Context: an optimization exercise on an open-source flow, tuned for small area, a short achievable clock period and few clock cycles. The choices shown serve that exercise and are no tape-out recipe. At most, simulation tests tie the RTL to the original design; equivalence was not proved.

==> flow/design.v (excerpt) <==
module maxfinder(clk, rst, start, x1, x2, x3, x4, eps, done, result);
export LEC_CHECK = 0
export CAP_MARGIN = 20
export CELL_PAD_IN_SITES_DETAIL_PLACEMENT = 0
export CELL_PAD_IN_SITES_GLOBAL_PLACEMENT = 0
export CORE_MARGIN = 2
export CORE_UTILIZATION = 40
export PLACE_DENSITY = 0.8
export SETUP_SLACK_MARGIN = 2.4
export SLEW_MARGIN = 20
export SYNTH_HIERARCHICAL = 1
export SYNTH_MINIMUM_KEEP_SIZE = 0
create_clock -name core_clock -period 9.0 [get_ports {clk}]
standard.sh (not shown) runs the stock make flow with config.mk's settings and CLKGATE_MAP_FILE= SYNTH_SCRIPT=/design/flow/synth_recipe.tcl, a recipe that flattens the netlist after the stock synthesis.
==> flow/flow/run.sh <==
#!/bin/bash
export BUFFER_PORTS_ARGS="-buffer_cell sky130_fd_sc_hd__buf_2"
cp standard.sh standard_copy.sh.txt
bash standard.sh > standard.log 2>&1
Testbench counts at the start, summed over its fixed seeds: cycles 3,201.
Edit:
CELL_PAD_IN_SITES_DETAIL_PLACEMENT = unset   (was 0)
CELL_PAD_IN_SITES_GLOBAL_PLACEMENT = unset   (was 0)
PLACE_DENSITY = unset   (was 0.8)
Die area stays the same.
First-iteration DRC count increases by 11%.
Wire length rose by 6.0%.
Final cell count increases by 0.41%.
Edit:
SETUP_SLACK_MARGIN = 2.8   (was 2.4)
After rerunning:
- wire length goes up by 0.32%
- global-route usage drops by 0.15 points
- hold slack gains 8.5 ps
- cell area went up by 4.7%
- flip-flop and latch count stays the same
- sequential share of layout area fell by 0.24 points
- worst setup slack gets better by 81 ps
- clock-buffer cell count stays the same
- utilization rose by 2.2 points
- die area is unchanged
Edit:
SETUP_SLACK_MARGIN = unset   (was 2.8)
Via count came out lower by 3.4%.
Core utilization came out lower by 4.3 points.
Die area stays the same.
Global-route usage hardly moves.
Hold slack is worse by 9.3 ps.
Worst setup slack is worse by 670 ps.

* * *

Setup of pepper:
maxfinder, a different RTL version from the one above (not shown whole).
Size in the first run: roughly 710 cells after synthesis, ~19 flip-flops, roughly 34 I/O pins.
Design maxfinder, start of the top module:
module maxfinder(clk, rst, start, x1, x2, x3, x4, eps, done, result);
Settings: LEC_CHECK=0, CAP_MARGIN=20, CORE_MARGIN=2, CORE_UTILIZATION=60, SLEW_MARGIN=20, SYNTH_HIERARCHICAL=1, SYNTH_MINIMUM_KEEP_SIZE=0; clock period 9.0 ns.
Scripts as last shown in full above: flow/flow/run.sh
diff inputs: pepper => garnet
- SETUP_SLACK_MARGIN newly set to 2.0
- CORE_UTILIZATION changed from 60 to 40
Notes after the runs:
garnet finished every step from synthesis to the final layout, and the layout passed the timing, DRC and antenna checks.
Diff pepper -> garnet: final period demand of the worst path decreased 0.33 ns; arrival time reported for the critical path endpoint decreased 0.32 ns; detailed route wirelength on metal3 decreased 9.1%.
Delta (garnet minus pepper): weighted congestion reported at the end of routability-driven placement went up by 6.6%, cell area reported after detailed placement went up by 100 um^2, finished layout cell area went up by about 3%, worst slack at placement went up by 0.023 ns.
diff inputs: garnet => fjord
- removing SETUP_SLACK_MARGIN (formerly 2.0)
Notes after the runs:
- fjord | stages: all done | timing, DRC, antenna: all pass
- Global-route usage: garnet vs fjord — no meaningful difference
- fjord vs. garnet: final instance area down 1.5%; worst setup slack down 0.30 ns.
- Against garnet, detailed-routed wire length on met3 in fjord rose by more than 10%.
- Delta (fjord minus garnet): routed wire length level; final worst hold slack level.
For indigo, these inputs were changed with respect to fjord:
- an added SETUP_SLACK_MARGIN of 2.2
--- outcome ---
- Final instance area, fjord and indigo: smaller value in fjord
- Re relative area of non-clock buffer cells in the final design: fjord and indigo aren't equal, and the higher value belongs to indigo.
- indigo vs. fjord: number of vias per cell shows a reduction of about 0.65%; clock transition at the registers of the reported paths did not really move; count of clock-buffer cells in the layout held steady.
No functional check of the RTL was part of any run of this note.

* * *

## old
Another version of the RTL of maxfinder (not shown whole).
Size: roughly 670 cells after synthesis, ~34 I/O pins.
Design maxfinder, start of the top module:
module maxfinder(clk, rst, start, x1, x2, x3, x4, eps, done, result);
input clk, start, rst;
input [4:0] x1, x2, x3, x4, eps;
output done;
output [4:0] result;
reg active;    
reg ph2;       
reg lx;        
reg [3:0] v1, v2, v3, v4;
wire signed [4:0] a1, a2, a3, a4;
wire nactive = !active;
mf_sel sel1 (x1, {1'b0, v1}, nactive, active, a1);
mf_sel sel2 (x2, {1'b0, v2}, nactive, active, a2);
mf_sel sel3 (x3, {1'b0, v3}, nactive, active, a3);
mf_sel sel4 (x4, {1'b0, v4}, nactive, active, a4);
wire [3:0] n1, n2, n3, n4;
wire t1s1;
wire t1c2;
mf_fa t1f0 (a2[0], a3[0], a4[0], t1s1, t1c2);
wire t1s3;
wire t1c4;
mf_fa t1f1 (a2[1], a3[1], a4[1], t1s3, t1c4);
wire t1s5;
wire t1c6;
mf_fa t1f2 (a2[2], a3[2], a4[2], t1s5, t1c6);
wire t1s7;
wire t1c8;
mf_fa t1f3 (a2[3], a3[3], a4[3], t1s7, t1c8);
wire t1s9;
wire t1c10;
mf_fa t1f4 (a2[4], a3[4], a4[4], t1s9, t1c10);
wire [6:0] t1 = {t1s9, t1s9, t1s9, t1s7, t1s5, t1s3, t1s1} + {t1c10, t1c10, t1c8, t1c6, t1c4, t1c2, 1'b0};
wire p1_11;
assign p1_11 = eps[0] & t1[0];
wire p1_12;
assign p1_12 = eps[0] & t1[1];
wire p1_13;
assign p1_13 = eps[0] & t1[2];
wire p1_14;
assign p1_14 = eps[0] & t1[3];
wire p1_15;
assign p1_15 = eps[0] & t1[4];
wire p1_16;
assign p1_16 = eps[0] & t1[5];
wire p1_17;
assign p1_17 = ~(eps[0] & t1[6]);
wire p1_18;
assign p1_18 = eps[1] & t1[0];
wire p1_19;
assign p1_19 = eps[1] & t1[1];
wire p1_20;
assign p1_20 = eps[1] & t1[2];
wire p1_21;
assign p1_21 = eps[1] & t1[3];
wire p1_22;
assign p1_22 = eps[1] & t1[4];
wire p1_23;
assign p1_23 = eps[1] & t1[5];
wire p1_24;
assign p1_24 = ~(eps[1] & t1[6]);
wire p1_25;
assign p1_25 = eps[2] & t1[0];
wire p1_26;
assign p1_26 = eps[2] & t1[1];
wire p1_27;
assign p1_27 = eps[2] & t1[2];
wire p1_28;
assign p1_28 = eps[2] & t1[3];
wire p1_29;
assign p1_29 = eps[2] & t1[4];
wire p1_30;
assign p1_30 = eps[2] & t1[5];
wire p1_31;
assign p1_31 = ~(eps[2] & t1[6]);
wire p1_32;
assign p1_32 = eps[3] & t1[0];
wire p1_33;
assign p1_33 = eps[3] & t1[1];
wire p1_34;
assign p1_34 = eps[3] & t1[2];
wire p1_35;
assign p1_35 = eps[3] & t1[3];
wire p1_36;
assign p1_36 = eps[3] & t1[4];
wire p1_37;
assign p1_37 = eps[3] & t1[5];
wire p1_38;
assign p1_38 = ~(eps[3] & t1[6]);
wire [10:0] e1 = {{3{a1[4]}}, a1, 3'b000};
wire s1_s39;
wire s1_c40;
assign s1_s39 = ~e1[4];
assign s1_c40 = e1[4];
wire s1_s41;
  ...
export LEC_CHECK = 0
export CAP_MARGIN = 20
export CORE_MARGIN = 2
export CORE_UTILIZATION = 40
export SETUP_SLACK_MARGIN = 2.4
export SLEW_MARGIN = 20
export SYNTH_HIERARCHICAL = 1
export SYNTH_MINIMUM_KEEP_SIZE = 0
create_clock -name core_clock -period 9.0 [get_ports {clk}]
Scripts as last shown in full above: flow/flow/run.sh
[inputs] new vs old
-- flow/config.mk --
<<< old, line 11
export SETUP_SLACK_MARGIN = 2.4
>>> new, line 11
export SETUP_SLACK_MARGIN = 2.0
Findings:
Compared new against old; met2 usage within noise.
Delta(total of cells resized after clock tree synthesis, new - old) < 0
From old to new the numbers moved as follows: final worst setup slack now smaller; post-route fraction of the period consumed by the critical path went up by 3.0 points.
No run of this note included a check of the RTL's function; only the layout flow was run.

* * *

Setup of tundra:
Another version of the RTL of maxfinder (not shown whole).
For scale: about 18 flip-flops, roughly 34 I/O pins, about 0.0064 sq mm of cells after synthesis.
==> flow/config.mk <==
export PLATFORM = sky130hd
export DESIGN_NAME = maxfinder
export DESIGN_NICKNAME = maxfinder
export VERILOG_FILES = /design/flow/design.v
export SDC_FILE = /design/flow/constraint.sdc
export NUM_CORES = 4
export LEC_CHECK = 0
export CAP_MARGIN = 20
export CORE_MARGIN = 2
export CORE_UTILIZATION = 40
export SETUP_SLACK_MARGIN = 2.2
export SLEW_MARGIN = 20
export SYNTH_HIERARCHICAL = 1
export SYNTH_MINIMUM_KEEP_SIZE = 0
export TNS_END_PERCENT = 0
==> flow/constraint.sdc <==
create_clock -name core_clock -period 9.0 [get_ports {clk}]
set_input_delay 1.8000 -clock core_clock [delete_from_list [all_inputs] [get_ports {clk}]]
set_output_delay 1.8000 -clock core_clock [all_outputs]
set_load 0.01 [all_outputs]
==> flow/flow/run.sh <==
#!/bin/bash
export BUFFER_PORTS_ARGS="-buffer_cell sky130_fd_sc_hd__buf_1"
bash standard.sh > standard.log 2>&1
tundra: PASS, flow complete, no timing, DRC or antenna violations
Testbench counts of tundra, summed over its fixed seeds: cycles 3,201.
#### Input delta (zinc over tundra)
- a deleted TNS_END_PERCENT that had been 0
==> flow/flow/run.sh <==
#!/bin/bash
export BUFFER_PORTS_ARGS="-buffer_cell sky130_fd_sc_hd__buf_2"
cp standard.sh standard_copy.sh.txt
bash standard.sh > standard.log 2>&1
### Flow results
Reported for zinc and tundra, total setup buffers inserted after CTS turned out identical to the last digit. From tundra to zinc the numbers moved as follows: fmax has increased, cell area has increased. tundra → zinc: share of post-route cells with drive strength above 1 went up by 4.7 points; routed wire length stayed essentially flat. zinc reports a higher clock skew than tundra does. Taking tundra as the reference, in zinc clock period minus final worst setup slack shows a reduction of 0.047 ns; share of the core filled with cells in the final layout rose 0.32 points; area of the multi-input gates rose by 40 sq um; placement-stage worst setup slack higher.
Setup changes, zinc to lagoon
- a change of CORE_UTILIZATION from 40 to 60
==> flow/flow/run.sh <==
#!/bin/bash
export BUFFER_PORTS_ARGS="-buffer_cell sky130_fd_sc_hd__buf_1"
bash standard.sh > standard.log 2>&1
[summary]
Length of routed met3 wiring: lagoon vs zinc up about 54%. Summary of lagoon over zinc: width of the chip went down, die area dropped 0.0055 sq mm. | final cell area excluding filler cells | lower: lagoon |. On count of clock-buffer cells in the layout, zinc and lagoon are neck and neck. Wire: lagoon routes less than zinc. On buffer and inverter count on the worst path, lagoon tracks zinc almost exactly. On post-detailed-placement cell area: lagoon sits below zinc. In the flow results for zinc and lagoon, the number of cells after detailed placement is smaller on lagoon. lagoon vs zinc: via density per instance up in lagoon. Initial standard-cell utilization of the core was higher in the run labelled lagoon.
> inputs changed (lagoon -> nickel)
- CORE_UTILIZATION: 60 -> 40
Notes after the runs:
The non-clock buffer contribution to total cell area of nickel and that of lagoon are within noise of each other.
For lagoon, the critical path startpoint was x3[1], unlike nickel, where it was x1[1].
Comparing lagoon and nickel, worst-case headroom to the max-slew limit is lower on lagoon.
In the reports for lagoon and nickel, the larger area of all placed cells without fillers belongs to nickel.

* * *

Another version of the RTL of maxfinder (not shown whole).
For scale: about 660 cells after synthesis.
clock: 9.0 ns
lec_check: 0
cap_margin: 20
core_margin: 2
core_utilization: 40
setup_slack_margin: 2.0
slew_margin: 20
synth_hierarchical: 1
synth_minimum_keep_size: 0
==> flow/flow/run.sh <==
#!/bin/bash
export BUFFER_PORTS_ARGS="-buffer_cell sky130_fd_sc_hd__buf_2"
cp standard.sh standard_copy.sh.txt
bash standard.sh > standard.log 2>&1
The baseline completed with no timing, DRC or antenna violations.
Testbench counts at the start, summed over its fixed seeds: cycles 3,201.
Change:
Settings changed: SETUP_SLACK_MARGIN 2.0 to 2.2.
Outcome: The new run finished with timing, DRC and antenna clean; critical path depth does not change; first-iteration DRC count is lower by about 25%; routed wire length is higher by 0.51%; cell count is unchanged; final area is higher by 1.6%; register-to-register slack gets better by 420 ps; global-route usage is about the same; clock-buffer cell count stays the same.

* * *

## run 1
Another version of the RTL of maxfinder (not shown whole).
For scale: roughly 740 cells after synthesis, about 34 I/O pins.
clock: 9.0 ns
lec_check: 0
abc_clock_period_in_ps: 4000
cap_margin: 20
core_margin: 2
core_utilization: 40
setup_slack_margin: 3
slew_margin: 20
run.sh (not shown) runs the stock make flow with config.mk's settings and CLKGATE_MAP_FILE= SYNTH_SCRIPT=/design/flow/synth_recipe.tcl, a recipe that flattens the netlist after the stock synthesis.
Stock flow here: none of the scripts above is used.
Run 1 reached the end of the flow, and the finished layout is clean on the timing, DRC and antenna checks.
The inputs of run 2 differ from those of run 1 as listed below.
==> flow/config.mk <==
export PLATFORM = sky130hd
export DESIGN_NAME = maxfinder
export DESIGN_NICKNAME = maxfinder
export VERILOG_FILES = /design/flow/design.v
export SDC_FILE = /design/flow/constraint.sdc
export NUM_CORES = 4
export LEC_CHECK = 0
export CAP_MARGIN = 20
export CORE_MARGIN = 2
export CORE_UTILIZATION = 60
export SETUP_SLACK_MARGIN = 4
export SLEW_MARGIN = 20
==> notes.md <==
Run 2 ran to completion and came out clean on the timing, DRC and antenna checks.
On logic depth of the worst path, buffers included: run 2 sits below run 1.
Clock-pin slew on the worst setup and hold paths: run 2 vs run 1 up 20 ps
Post-synthesis instance total came out exactly the same in run 2 and run 1.
Overall fraction of global-route tracks in use in run 2 vs run 1: up 11 points
No functional check of the RTL was part of any run of this note.

* * *

Setup of run a:
maxfinder, a different RTL version from the one above (not shown whole).
For scale: roughly 770 cells after synthesis, ~18 flip-flops.
export LEC_CHECK = 0
export CAP_MARGIN = 20
export CORE_MARGIN = 2
export CORE_UTILIZATION = 40
export SLEW_MARGIN = 20
create_clock -name core_clock -period 9.0 [get_ports {clk}]
Testbench counts of run a, summed over its fixed seeds: cycles 4,587.
Setup changes, run a to run b
==> flow/flow/run.sh (new file) <==
#!/bin/bash
export BUFFER_PORTS_ARGS="-buffer_cell sky130_fd_sc_hd__buf_2"
cp standard.sh standard_copy.sh.txt
bash standard.sh > standard.log 2>&1
==> flow/standard.sh (new file) <==
#!/bin/bash
# synth_recipe.tcl (not shown) runs the flow's synth.tcl, then flattens the netlist and writes it again
# the make line also repeats each setting of config.mk as NAME=value (left out here)
make -C /OpenROAD-flow-scripts/flow DESIGN_CONFIG=/design/flow/config.mk WORK_HOME=/design/flow/orfs CLKGATE_MAP_FILE= SYNTH_SCRIPT=/design/flow/synth_recipe.tcl "${@:-finish}"
removed: flow/run.sh
Findings:
| setup slack of the critical path after layout | lower: run a |
As far as final cell count is concerned, run b and run a perform about the same.
[run b] final core utilization fell 1.1 points relative to run a
Summary: clock period minus final worst setup slack, run b better than run a
Highest attainable clock frequency is higher on run b
Compared run a against run b; count of placed standard cells including taps within noise.
The transition time at the pin with the least slew margin of run b exceeds that of run a by 420 ps.
Aggregate global-route resource usage across run a and run b: no real change.

* * *

== job 7196 ==
maxfinder, a different RTL version from the one above (not shown whole).
Size in the first run: about 800 cells after synthesis, roughly 18 flip-flops, roughly 34 I/O pins, about 0.0070 mm2 of cells after synthesis.
clock: 9.0 ns
lec_check: 0
cap_margin: 20
core_margin: 2
core_utilization: 40
setup_slack_margin: 2.5
slew_margin: 20
standard.sh (not shown) runs the stock make flow with config.mk's settings and CLKGATE_MAP_FILE= SYNTH_SCRIPT=/design/flow/synth_recipe.tcl, a recipe that flattens the netlist after the stock synthesis.
==> flow/flow/run.sh <==
#!/bin/bash
export BUFFER_PORTS_ARGS="-buffer_cell sky130_fd_sc_hd__buf_2"
cp standard.sh standard_copy.sh.txt
bash standard.sh > standard.log 2>&1
Setup changes, job 7196 to job 5959
- a change of SETUP_SLACK_MARGIN from 2.5 to 1
==> notes.md <==
Every run (job 5959 and job 7196) finished clean.
Delta(wire length of the first global-routing pass, job 5959 - job 7196) < 0
| growth of design area from synthesis to finish | job 5959 vs job 7196 | 12 points lower |
Portion of the layout cell area used by clock cells across job 5959 and job 7196: no real change.
On job 5959: HPWL reported at the end of detailed placement is 51 um higher than what job 7196 gave.
Changes in job 5364 relative to job 5959:
- removing SETUP_SLACK_MARGIN (formerly 1)
### Flow results
Job 5364 vs. job 5959: detailed placer's ending HPWL ~0 delta, global-route usage ~0 delta, number of well-tap cells placed ~0 delta, worst hold slack ~0 delta. Final period demand of the worst path across job 5364 and job 5959: no real change. Hold buffer count at cts essentially unchanged between job 5364 and job 5959. Wire length after detailed routing: job 5959 vs job 5364 — no meaningful difference. From job 5364 to job 5959, count of placed standard cells in the final layout, fillers left out did not move at all. Reported for job 5364 and job 5959, fraction of area in registers turned out identical to the last digit.
No run of this note included a check of the RTL's function; only the layout flow was run.

==> static timing again, ports no longer ideal <==
In the flow no input, the clock included, has a driving cell. The finished layouts below were timed again as built, in two steps. Step 1 sets driving cells, clkbuf_16 on the clock port and buf_2 on the other inputs (assumed; they add their load-dependent delay and slew). Step 2 times the ports against the registers' clock, not the clock port: input delays grow and output delays shrink by t, the midpoint of the rising clock arrivals with the driver on. Slacks: no drivers / after step 1 / after step 2; pairs: no drivers / after step 1.
| run | t (ns) | setup WS [ns] | worst setup path after step 2 | cell pins on the clock port's net |
|---|---|---|---|---|
| the first run of note 1 | 0.287 | 2.573 / 2.549 / 2.295 | input to register | 1 |
| the second run of note 1 | 0.295 | 2.600 / 2.612 / 2.317 | input to register | 1 |
| the third run of note 1 | 0.290 | 2.680 / 2.660 / 2.387 | input to register | 1 |
| the fourth run of note 1 | 0.295 | 2.009 / 1.973 / 1.915 | input to register | 1 |
| pepper | 0.287 | 1.921 / 1.935 / 1.647 | input to register | 1 |
| garnet | 0.291 | 2.249 / 2.260 / 1.969 | input to register | 1 |
| fjord | 0.295 | 1.953 / 1.966 / 1.671 | input to register | 1 |
| indigo | 0.297 | 2.366 / 2.376 / 2.079 | input to register | 1 |
| old | 0.284 | 2.562 / 2.571 / 2.286 | input to register | 1 |
| new | 0.284 | 2.295 / 2.305 / 2.020 | input to register | 1 |
| tundra | 0.287 | 2.425 / 2.434 / 2.146 | input to register | 1 |
| zinc | 0.286 | 2.472 / 2.482 / 2.195 | input to register | 1 |
| lagoon | 0.284 | 2.428 / 2.433 / 2.149 | input to register | 1 |
| nickel | 0.284 | 2.425 / 2.431 / 2.146 | input to register | 1 |
| the first run of note 5 | 0.287 | 2.220 / 2.218 / 1.930 | input to register | 1 |
| the second run of note 5 | 0.288 | 2.419 / 2.416 / 2.128 | input to register | 1 |
| run 1 | 0.284 | 0.863 / 0.850 / 0.566 | input to register | 1 |
| run 2 | 0.287 | 0.841 / 0.826 / 0.538 | input to register | 1 |
| run a | 0.286 | 0.867 / 0.876 / 0.590 | input to register | 1 |
| run b | 0.284 | 1.203 / 1.212 / 0.928 | input to register | 1 |
| job 7196 | 0.286 | 2.257 / 2.253 / 1.966 | input to register | 1 |
| job 5959 | 0.289 | 1.745 / 1.759 / 1.470 | input to register | 1 |
| job 5364 | 0.289 | 1.745 / 1.759 / 1.470 | input to register | 1 |
After both steps every run listed still meets setup and hold. The setup slack of run 2, which loses most, moves by -0.015 ns with the drivers and by -0.303 ns with both steps.
